Source: an optimization exercise on an open RTL-to-GDS flow (aim: small area, a short achievable clock period and few clock cycles per item). Production flows keep margins and buffers that such runs may drop.
Where RTL was checked, it was by simulation tests only, not by an equivalence proof against the original.
Power figures rest on the tool's default switching activity, not on a simulated workload.

== north ==
==> flow/design.v <==
module top_fsm(
        input clk,
        input rst_n,
        input        ram_in_we,
        input [4 :0] ram_in_addr_wr,
        input [7 :0] ram_in_data_wr,
        input [3 :0] ram_out_addr_rd,
        output [15:0] ram_out_data_rd,
        input opmode_in,
        output reg done_out
);
    reg [7:0]  ram_in  [0:31];
    reg [15:0] ram_out [0:15];
    reg        busy;
    always @(posedge clk) begin
        if (ram_in_we)
            ram_in[ram_in_addr_wr] <= ram_in_data_wr;
    end
    integer k;
    always @(posedge clk) begin
        if (opmode_in)
            for (k = 0; k < 16; k = k + 1)
                ram_out[k] <= {ram_in[2*k], ram_in[2*k+1]};
    end
    wire [3:0] rd_lo, rd_hi;
    rd_pre u_rd_lo (.a(ram_out_addr_rd[1:0]), .p(rd_lo));
    rd_pre u_rd_hi (.a(ram_out_addr_rd[3:2]), .p(rd_hi));
    wire [15:0] rd_sel_c [0:1];
    genvar c, w;
    generate
        for (c = 0; c < 2; c = c + 1) begin : rd_copy
            for (w = 0; w < 16; w = w + 1) begin : line
                rd_and2 u_and (.a(rd_lo[w%4]), .b(rd_hi[w/4]), .y(rd_sel_c[c][w]));
            end
        end
    endgenerate
    genvar b, g;
    generate
        for (b = 0; b < 16; b = b + 1) begin : rd_bit
            wire [1:0] half;
            for (g = 0; g < 2; g = g + 1) begin : oct
                rd_octn u_oct (.s(rd_sel_c[(b%8)/4][8*g+7:8*g]),
                               .d({ram_out[8*g+7][b], ram_out[8*g+6][b], ram_out[8*g+5][b], ram_out[8*g+4][b],
                                   ram_out[8*g+3][b], ram_out[8*g+2][b], ram_out[8*g+1][b], ram_out[8*g][b]}),
                               .y(half[g]));
            end
            rd_nand2 u_or (.a(half[0]), .b(half[1]), .y(ram_out_data_rd[b]));
        end
    endgenerate
    always @(posedge clk or negedge rst_n) begin
        if (!rst_n)
            busy <= 1'b0;
        else
            busy <= opmode_in;
    end
    always @(posedge clk or negedge rst_n) begin
        if (!rst_n)
            done_out <= 1'b0;
        else if (opmode_in)
            done_out <= 1'b0;
        else if (busy)
            done_out <= 1'b1;
    end
endmodule
module rd_pre(input [1:0] a, output [3:0] p);
    assign p = 4'b1 << a;
endmodule
module rd_and2(input a, input b, output y);
    assign y = a & b;
endmodule
module rd_octn(input [7:0] s, input [7:0] d, output y);
    assign y = ~|(s & d);
endmodule
module rd_nand2(input a, input b, output y);
    assign y = ~(a & b);
endmodule
Settings: LEC_CHECK=0, CAP_MARGIN=20, CORE_MARGIN=2, CORE_UTILIZATION=65, SETUP_SLACK_MARGIN=1.6, SLEW_MARGIN=20, SYNTH_HIERARCHICAL=1, SYNTH_MINIMUM_KEEP_SIZE=0; clock period 4.5 ns.
standard.sh (not shown) runs the stock make flow with config.mk's settings and CLKGATE_MAP_FILE= SYNTH_SCRIPT=/design/flow/synth_recipe.tcl, a recipe that flattens the netlist after the stock synthesis.
==> flow/flow/run.sh <==
#!/bin/bash
# Standard layout (the standard.sh: standard synthesis, floorplan, power grid,
# placement, CTS, routing) with:
#  - the buffer flip-flops pre-placed in one block per output bit (place_flops.tcl,
#    released again after detailed placement by place_unfix.tcl),
#  - smaller port buffers, clkbuf_8 clock-tree leaf buffers and no dummy clock loads.
set -euo pipefail
HERE="$(cd "$(dirname "$0")" && pwd)"
export BUFFER_PORTS_ARGS="-buffer_cell sky130_fd_sc_hd__buf_1"
export CTS_ARGS="-sink_clustering_enable -repair_clock_nets -sink_clustering_size 20 -sink_clustering_max_diameter 60 -buf_list {sky130_fd_sc_hd__clkbuf_8 sky130_fd_sc_hd__clkbuf_16} -sink_clustering_buffer sky130_fd_sc_hd__clkbuf_8 -dont_use_dummy_load"
export PRE_GLOBAL_PLACE_SKIP_IO_TCL="$HERE/place_flops.tcl"
export POST_DETAIL_PLACE_TCL="$HERE/place_unfix.tcl"
bash standard.sh > standard_flow.log 2>&1
Other scripts of this flow, unchanged in this note and not shown: flow/flow/place_flops.tcl, flow/flow/place_unfix.tcl
north finished end to end and its layout was clean on timing, DRC and antenna.
Testbench counts of north, summed over its fixed seeds: cycles 384, transfers 192.
Inputs modified between north and south:
diff --git a/flow/design.v b/flow/design.v
--- a/flow/design.v
+++ b/flow/design.v
@@ -24,12 +24,12 @@
     end
     wire [3:0] rd_lo, rd_hi;
     rd_pre u_rd_lo (.a(ram_out_addr_rd[1:0]), .p(rd_lo));
     rd_pre u_rd_hi (.a(ram_out_addr_rd[3:2]), .p(rd_hi));
-    wire [15:0] rd_sel_c [0:1];
+    wire [15:0] rd_sel_c [0:0];
     genvar c, w;
     generate
-        for (c = 0; c < 2; c = c + 1) begin : rd_copy
+        for (c = 0; c < 1; c = c + 1) begin : rd_copy
             for (w = 0; w < 16; w = w + 1) begin : line
                 rd_and2 u_and (.a(rd_lo[w%4]), .b(rd_hi[w/4]), .y(rd_sel_c[c][w]));
             end
         end
@@ -38,9 +38,9 @@
     generate
         for (b = 0; b < 16; b = b + 1) begin : rd_bit
             wire [1:0] half;
             for (g = 0; g < 2; g = g + 1) begin : oct
-                rd_octn u_oct (.s(rd_sel_c[(b%8)/4][8*g+7:8*g]),
+                rd_octn u_oct (.s(rd_sel_c[0][8*g+7:8*g]),
                                .d({ram_out[8*g+7][b], ram_out[8*g+6][b], ram_out[8*g+5][b], ram_out[8*g+4][b],
                                    ram_out[8*g+3][b], ram_out[8*g+2][b], ram_out[8*g+1][b], ram_out[8*g][b]}),
                                .y(half[g]));
             end
- south did not stop at any stage, and its layout met the timing, DRC and antenna checks.
- The maximum frequency of south is lower than that of north.
- south vs north: total met3 wirelength after detailed routing down by a few percent
- Changes observed in south relative to north: clock-buffer cell count +1; largest net degree at the start of global routing now sits lower; worst setup margin went down by 0.10 ns.
- NOTE synthesized area north->south decreased slightly
- Of south and north, the lower post-layout net count belongs to north.
- Cmp south and north / power / lower: north
- ~same core region area in south and north
- Changes observed in south relative to north: overall fraction of global-route tracks in use went up; arrival time of data at the critical path endpoint went up; final critical path time including I/O delays and setup went up.
For south, only the layout was checked, not whether the RTL still works.

========
## the previous run
Another version of the RTL of top_fsm (not shown whole).
Size: roughly 780 cells after synthesis, about 510 flip-flops, ~38 I/O pins, about 17000 um^2 of cells after synthesis.
==> module rd_decode, before the edit <==
module rd_decode(input [3:0] a, output [15:0] s);
    wire [3:0] lo, hi;
    rd_pre u_lo (.a(a[1:0]), .p(lo));
    rd_pre u_hi (.a(a[3:2]), .p(hi));
    genvar i;
    generate
        for (i = 0; i < 16; i = i + 1) begin : line
            rd_and2 u_and (.a(lo[i%4]), .b(hi[i/4]), .y(s[i]));
        end
    endgenerate
endmodule
==> module rd_pre, before the edit <==
module rd_pre(input [1:0] a, output [3:0] p);
    assign p = 4'b1 << a;
endmodule
==> module rd_and2, before the edit <==
module rd_and2(input a, input b, output y);
    assign y = a & b;
endmodule
export LEC_CHECK = 0
export CAP_MARGIN = 20
export CORE_MARGIN = 2
export CORE_UTILIZATION = 65
export CTS_CLUSTER_DIAMETER = 100
export CTS_CLUSTER_SIZE = 30
export SETUP_SLACK_MARGIN = 2.2
export SLEW_MARGIN = 20
export SYNTH_HIERARCHICAL = 1
export SYNTH_MINIMUM_KEEP_SIZE = 0
create_clock -name core_clock -period 4.5 [get_ports {clk}]
run.sh (not shown) runs the stock make flow with config.mk's settings and CLKGATE_MAP_FILE= SYNTH_SCRIPT=/design/flow/synth_recipe.tcl, a recipe that flattens the netlist after the stock synthesis.
Stock flow here: none of the scripts above is used.
Testbench counts of the previous run, summed over its fixed seeds: cycles 384, transfers 192.
Inputs modified between the previous run and the current run:
==> flow/design.v, changed modules only <==
module rd_decode(input [3:0] a, output [15:0] s);
    assign s = 16'b1 << a;
endmodule
// module rd_pre removed
// module rd_and2 removed
[summary]
The current run has completed all stages; timing, DRC and antenna checks passed. Total number of nets in the final design, the current run vs the previous run: down slightly. Between the current run and the previous run, the latest clock arrival within the worst-skew pair does not differ in any meaningful way. Compared the current run vs the previous run, and met2 track utilization from global routing is up in the current run. Summary of the current run over the previous run: routed wire length moved down, instance area after placement moved up, utilization after layout moved up. Part of the power in combinational logic: higher on the current run. The current run vs the previous run on initial antenna violation count: the current run is the lower one. Diff the previous run -> the current run: worst hold slack after final layout picked up an extra 0.037 ns, worst setup slack moved up. On compound-gate portion of the synthesized area, the current run tracks the previous run almost exactly. | time the final worst path needs with I/O delays and setup | the current run vs the previous run | better |.
Testbench counts of the current run, summed over its fixed seeds: cycles 384, transfers 192.

========
## job 104
top_fsm, a different RTL version from the one above (not shown whole).
Size in the first run: about 760 cells after synthesis, about 510 flip-flops, roughly 38 I/O pins, about 0.018 mm² of cells after synthesis.
==> module top_fsm, before the edit <==
module top_fsm(
        input clk,
        input rst_n,
        input        ram_in_we,
        input [4 :0] ram_in_addr_wr,
        input [7 :0] ram_in_data_wr,
        input [3 :0] ram_out_addr_rd,
        output [15:0] ram_out_data_rd,
        input opmode_in,
        output reg done_out
);
    reg [7:0]  ram_in  [0:31];
    reg [15:0] ram_out [0:15];
    reg        busy;
    always @(posedge clk) begin
        if (ram_in_we)
            ram_in[ram_in_addr_wr] <= ram_in_data_wr;
    end
    integer k;
    always @(posedge clk) begin
        if (opmode_in)
            for (k = 0; k < 16; k = k + 1)
                ram_out[k] <= {ram_in[2*k], ram_in[2*k+1]};
    end
    wire [15:0] rd_sel;
    rd_decode u_rd_dec (.a(ram_out_addr_rd), .s(rd_sel));
    genvar b, g;
    generate
        for (b = 0; b < 16; b = b + 1) begin : rd_bit
            wire [7:0] pair_n;
            wire [1:0] half;
            for (g = 0; g < 8; g = g + 1) begin : pair
                rd_ao22n u_ao (.a(rd_sel[2*g]),   .b(ram_out[2*g][b]),
                               .c(rd_sel[2*g+1]), .d(ram_out[2*g+1][b]),
                               .y(pair_n[g]));
            end
            rd_nand4 u_n0 (.a(pair_n[0]), .b(pair_n[1]), .c(pair_n[2]), .d(pair_n[3]), .y(half[0]));
            rd_nand4 u_n1 (.a(pair_n[4]), .b(pair_n[5]), .c(pair_n[6]), .d(pair_n[7]), .y(half[1]));
            rd_or2   u_or (.a(half[0]), .b(half[1]), .y(ram_out_data_rd[b]));
        end
    endgenerate
    always @(posedge clk or negedge rst_n) begin
        if (!rst_n)
            busy <= 1'b0;
        else
            busy <= opmode_in;
    end
    always @(posedge clk or negedge rst_n) begin
        if (!rst_n)
            done_out <= 1'b0;
        else if (opmode_in)
            done_out <= 1'b0;
        else if (busy)
            done_out <= 1'b1;
    end
endmodule
==> module rd_or2, before the edit <==
module rd_or2(input a, input b, output y);
    assign y = a | b;
endmodule
==> flow/config.mk <==
export PLATFORM = sky130hd
export DESIGN_NAME = top_fsm
export DESIGN_NICKNAME = top_fsm
export VERILOG_FILES = /design/flow/design.v
export SDC_FILE = /design/flow/constraint.sdc
export NUM_CORES = 4
export LEC_CHECK = 0
export CAP_MARGIN = 20
export CORE_MARGIN = 2
export CORE_UTILIZATION = 65
export SETUP_SLACK_MARGIN = 2.2
export SLEW_MARGIN = 20
export SYNTH_HIERARCHICAL = 1
export SYNTH_MINIMUM_KEEP_SIZE = 0
==> flow/constraint.sdc <==
create_clock -name core_clock -period 4.5 [get_ports {clk}]
set_input_delay 0.9000 -clock core_clock [delete_from_list [all_inputs] [get_ports {clk}]]
set_output_delay 0.9000 -clock core_clock [all_outputs]
set_load 0.01 [all_outputs]
Job 104 completed; timing, DRC and antenna clean
Here is what was changed in the inputs of job 105 compared with job 104.
-- flow/design.v --
<<< job 104, line 28
    generate
        for (b = 0; b < 16; b = b + 1) begin : rd_bit
            wire [7:0] pair_n;
            wire [1:0] half;
            for (g = 0; g < 8; g = g + 1) begin : pair
                rd_ao22n u_ao (.a(rd_sel[2*g]),   .b(ram_out[2*g][b]),
                               .c(rd_sel[2*g+1]), .d(ram_out[2*g+1][b]),
                               .y(pair_n[g]));
            end
            rd_nand4 u_n0 (.a(pair_n[0]), .b(pair_n[1]), .c(pair_n[2]), .d(pair_n[3]), .y(half[0]));
            rd_nand4 u_n1 (.a(pair_n[4]), .b(pair_n[5]), .c(pair_n[6]), .d(pair_n[7]), .y(half[1]));
            rd_or2   u_or (.a(half[0]), .b(half[1]), .y(ram_out_data_rd[b]));
        end
    endgenerate
>>> job 105, line 28
    generate
        for (b = 0; b < 16; b = b + 1) begin : rd_bit
            wire [1:0] half;
            for (g = 0; g < 2; g = g + 1) begin : oct
                rd_oct u_oct (.s(rd_sel[8*g+7:8*g]),
                              .d({ram_out[8*g+7][b], ram_out[8*g+6][b], ram_out[8*g+5][b], ram_out[8*g+4][b],
                                  ram_out[8*g+3][b], ram_out[8*g+2][b], ram_out[8*g+1][b], ram_out[8*g][b]}),
                              .y(half[g]));
            end
            wire out_n;
            rd_nor2  u_or (.a(half[0]), .b(half[1]), .y(out_n));
            rd_inv   u_iv (.a(out_n), .y(ram_out_data_rd[b]));
        end
    endgenerate
<<< job 104, line 64
    assign y = ~(a & b & c & d);
endmodule
module rd_or2(input a, input b, output y);
    assign y = a | b;
endmodule
>>> job 105, line 64
    assign y = ~(a & b & c & d);
endmodule
module rd_nor2(input a, input b, output y);
    assign y = ~(a | b);
endmodule
module rd_inv(input a, output y);
    assign y = ~a;
endmodule
module rd_oct(input [7:0] s, input [7:0] d, output y);
    assign y = |(s & d);
endmodule
==> comparison <==
From job 104 to job 105 the numbers moved as follows: synthesized cell count has increased, per-cell via count in the routed design picked up an extra 1.7%.
Cmp job 104 and job 105 / combinational share of power / lower: job 104
Higher portion of the clock cycle consumed by the worst path in the final layout was reported by job 104, not job 105.
Compared with job 104, job 105 degrades overall via count from detail_route.
Sort job 104 and job 105 by final standard cell area without fillers, ascending, and job 105 comes first.
What job 105 reported for synthesized area divided by synthesized cell count has to be multiplied by 1.06 to get the figure for job 104.
Die area was lower in job 105 than in job 104.
Taking job 105 as 1.0, job 104 lands at 0.924 on number of DRC markers in iteration 0.
Compared to job 104, job 105 has part of the power in the clock network 2.3 points lower.
Count of clock buffers in the final design in job 105 is 2 below job 104.
Non-clock buffer total of the final layout is higher on job 104
Min relative area change from synthesis to final layout across job 104 and job 105: job 104
Status: deepest level of the CTS H-tree parity (job 105, job 104)
Testbench counts of job 105, summed over its fixed seeds: cycles 384, transfers 192.
No functional check of the RTL was part of job 104.

========
main:
Another version of the RTL of top_fsm (not shown whole).
Size: roughly 38 I/O pins, ~17000 sq um of cells after synthesis.
==> module top_fsm, before the edit <==
module top_fsm(
        input clk,
        input rst_n,
        input        ram_in_we,
        input [4 :0] ram_in_addr_wr,
        input [7 :0] ram_in_data_wr,
        input [3 :0] ram_out_addr_rd,
        output [15:0] ram_out_data_rd,
        input opmode_in,
        output reg done_out
);
    reg [7:0]  ram_in  [0:31];
    reg [15:0] ram_out [0:15];
    reg        busy;
    always @(posedge clk) begin
        if (ram_in_we)
            ram_in[ram_in_addr_wr] <= ram_in_data_wr;
    end
    integer k;
    always @(posedge clk) begin
        if (opmode_in)
            for (k = 0; k < 16; k = k + 1)
                ram_out[k] <= {ram_in[2*k], ram_in[2*k+1]};
    end
    wire [3:0] rd_lo, rd_hi;
    rd_pre u_rd_lo (.a(ram_out_addr_rd[1:0]), .p(rd_lo));
    rd_pre u_rd_hi (.a(ram_out_addr_rd[3:2]), .p(rd_hi));
    wire [15:0] rd_sel_c [0:3];
    genvar c, w;
    generate
        for (c = 0; c < 4; c = c + 1) begin : rd_copy
            for (w = 0; w < 16; w = w + 1) begin : line
                rd_and2 u_and (.a(rd_lo[w%4]), .b(rd_hi[w/4]), .y(rd_sel_c[c][w]));
            end
        end
    endgenerate
    genvar b, g;
    generate
        for (b = 0; b < 16; b = b + 1) begin : rd_bit
            wire [1:0] half;
            for (g = 0; g < 2; g = g + 1) begin : oct
                rd_oct u_oct (.s(rd_sel_c[b/4][8*g+7:8*g]),
                              .d({ram_out[8*g+7][b], ram_out[8*g+6][b], ram_out[8*g+5][b], ram_out[8*g+4][b],
                                  ram_out[8*g+3][b], ram_out[8*g+2][b], ram_out[8*g+1][b], ram_out[8*g][b]}),
                              .y(half[g]));
            end
            wire out_n;
            rd_nor2  u_or (.a(half[0]), .b(half[1]), .y(out_n));
            rd_inv   u_iv (.a(out_n), .y(ram_out_data_rd[b]));
        end
    endgenerate
    always @(posedge clk or negedge rst_n) begin
        if (!rst_n)
            busy <= 1'b0;
        else
            busy <= opmode_in;
    end
    always @(posedge clk or negedge rst_n) begin
        if (!rst_n)
            done_out <= 1'b0;
        else if (opmode_in)
            done_out <= 1'b0;
        else if (busy)
            done_out <= 1'b1;
    end
endmodule
==> module rd_nor2, before the edit <==
module rd_nor2(input a, input b, output y);
    assign y = ~(a | b);
endmodule
==> module rd_inv, before the edit <==
module rd_inv(input a, output y);
    assign y = ~a;
endmodule
==> module rd_oct, before the edit <==
module rd_oct(input [7:0] s, input [7:0] d, output y);
    assign y = |(s & d);
endmodule
export LEC_CHECK = 0
export CAP_MARGIN = 20
export CORE_MARGIN = 2
export CORE_UTILIZATION = 65
export CTS_CLUSTER_DIAMETER = 100
export CTS_CLUSTER_SIZE = 30
export SETUP_SLACK_MARGIN = 2.2
export SLEW_MARGIN = 20
export SYNTH_HIERARCHICAL = 1
export SYNTH_MINIMUM_KEEP_SIZE = 0
create_clock -name core_clock -period 4.5 [get_ports {clk}]
> inputs changed (main -> the feature branch)
--- a/flow/design.v
+++ b/flow/design.v
@@ -22,34 +22,32 @@
             for (k = 0; k < 16; k = k + 1)
                 ram_out[k] <= {ram_in[2*k], ram_in[2*k+1]};
     end
     wire [3:0] rd_lo, rd_hi;
     rd_pre u_rd_lo (.a(ram_out_addr_rd[1:0]), .p(rd_lo));
     rd_pre u_rd_hi (.a(ram_out_addr_rd[3:2]), .p(rd_hi));
-    wire [15:0] rd_sel_c [0:3];
+    wire [15:0] rd_sel_c [0:1];
     genvar c, w;
     generate
-        for (c = 0; c < 4; c = c + 1) begin : rd_copy
+        for (c = 0; c < 2; c = c + 1) begin : rd_copy
             for (w = 0; w < 16; w = w + 1) begin : line
                 rd_and2 u_and (.a(rd_lo[w%4]), .b(rd_hi[w/4]), .y(rd_sel_c[c][w]));
             end
         end
     endgenerate
     genvar b, g;
     generate
         for (b = 0; b < 16; b = b + 1) begin : rd_bit
             wire [1:0] half;
             for (g = 0; g < 2; g = g + 1) begin : oct
-                rd_oct u_oct (.s(rd_sel_c[b/4][8*g+7:8*g]),
+                rd_octn u_oct (.s(rd_sel_c[b/8][8*g+7:8*g]),
                               .d({ram_out[8*g+7][b], ram_out[8*g+6][b], ram_out[8*g+5][b], ram_out[8*g+4][b],
                                   ram_out[8*g+3][b], ram_out[8*g+2][b], ram_out[8*g+1][b], ram_out[8*g][b]}),
                               .y(half[g]));
             end
-            wire out_n;
-            rd_nor2  u_or (.a(half[0]), .b(half[1]), .y(out_n));
-            rd_inv   u_iv (.a(out_n), .y(ram_out_data_rd[b]));
+            rd_nand2 u_or (.a(half[0]), .b(half[1]), .y(ram_out_data_rd[b]));
         end
     endgenerate
     always @(posedge clk or negedge rst_n) begin
         if (!rst_n)
             busy <= 1'b0;
         else
@@ -73,15 +71,12 @@
 module rd_ao22n(input a, input b, input c, input d, output y);
     assign y = ~((a & b) | (c & d));
 endmodule
 module rd_nand4(input a, input b, input c, input d, output y);
     assign y = ~(a & b & c & d);
 endmodule
-module rd_nor2(input a, input b, output y);
-    assign y = ~(a | b);
+module rd_octn(input [7:0] s, input [7:0] d, output y);
+    assign y = ~|(s & d);
 endmodule
-module rd_inv(input a, output y);
-    assign y = ~a;
+module rd_nand2(input a, input b, output y);
+    assign y = ~(a & b);
 endmodule
-module rd_oct(input [7:0] s, input [7:0] d, output y);
-    assign y = |(s & d);
-endmodule
Findings:
- The feature branch: full flow OK, the timing, DRC and antenna checks passed
- Any difference in sequential cell count of the final layout between the feature branch and main is small enough to ignore.
- In the feature branch, the arrival time of the worst setup path came out 0.10 ns below the value in main.
- The final period demand of the worst path of the feature branch was superior to that of main.
- In terms of sequential power, main and the feature branch differ only marginally.
- Die outline height, the feature branch vs main: down slightly
- Going from main to the feature branch, worst hold margin now sits at about the same level, signed area change from the synthesized netlist to the final layout up 0.39 points.
- main → the feature branch: summed negative setup slack over all endpoints about even, routed wire length fell 5.3%, instance area at placement fell about 0.45%, global-route wire length before repair fell 3.8%.
- As of the feature branch, upper clock frequency limit had risen by a few percent compared to main.
- Relative area of non-clock buffer cells in the final design was lower in main than in the feature branch.
- Compared with main, the feature branch shows power after layout that has gone down slightly.
No functional check of the RTL was part of any run of this note.

==> afterwards: timing with drivers on the ports <==
In the flow no input, the clock included, has a driving cell. The finished layouts below were timed again as built, in two steps.
Step 1 sets driving cells, clkbuf_16 on the clock port and buf_2 on the other inputs (assumed; they add their load-dependent delay and slew).
Step 2 adds t to the input delays and takes it off the output delays; t is the mean of the earliest and latest rising clock arrival at the registers after step 1. Input paths then give back, and output paths get back, about the clock's delay inside the block.
Three values: no drivers, after step 1, after step 2; two values: the first two.
| run | t, ns | setup WS [ns] | worst setup path at the end | latest minus earliest clock arrival (ns) |
|---|---|---|---|---|
| north | 0.581 | 1.439 / 1.386 / 1.315 | input to register | 0.032 / 0.032 |
| south | 0.579 | 1.337 / 1.283 / 1.283 | input to output | 0.043 / 0.043 |
| the previous run | 0.577 | 1.221 / 1.181 / 1.181 | input to output | 0.036 / 0.035 |
| the current run | 0.575 | 1.226 / 1.135 / 1.135 | input to output | 0.032 / 0.032 |
| job 104 | 0.591 | 1.172 / 1.028 / 1.028 | input to output | 0.014 / 0.015 |
| job 105 | 0.587 | 1.281 / 1.155 / 1.155 | input to output | 0.012 / 0.012 |
| main | 0.584 | 1.251 / 1.177 / 1.177 | input to output | 0.032 / 0.032 |
| the feature branch | 0.585 | 1.354 / 1.309 / 1.309 | input to output | 0.028 / 0.028 |
After both steps every run listed still meets setup and hold. For job 104, which loses most, drivers alone change the setup slack by -0.144 ns; drivers and shift together by -0.144 ns.
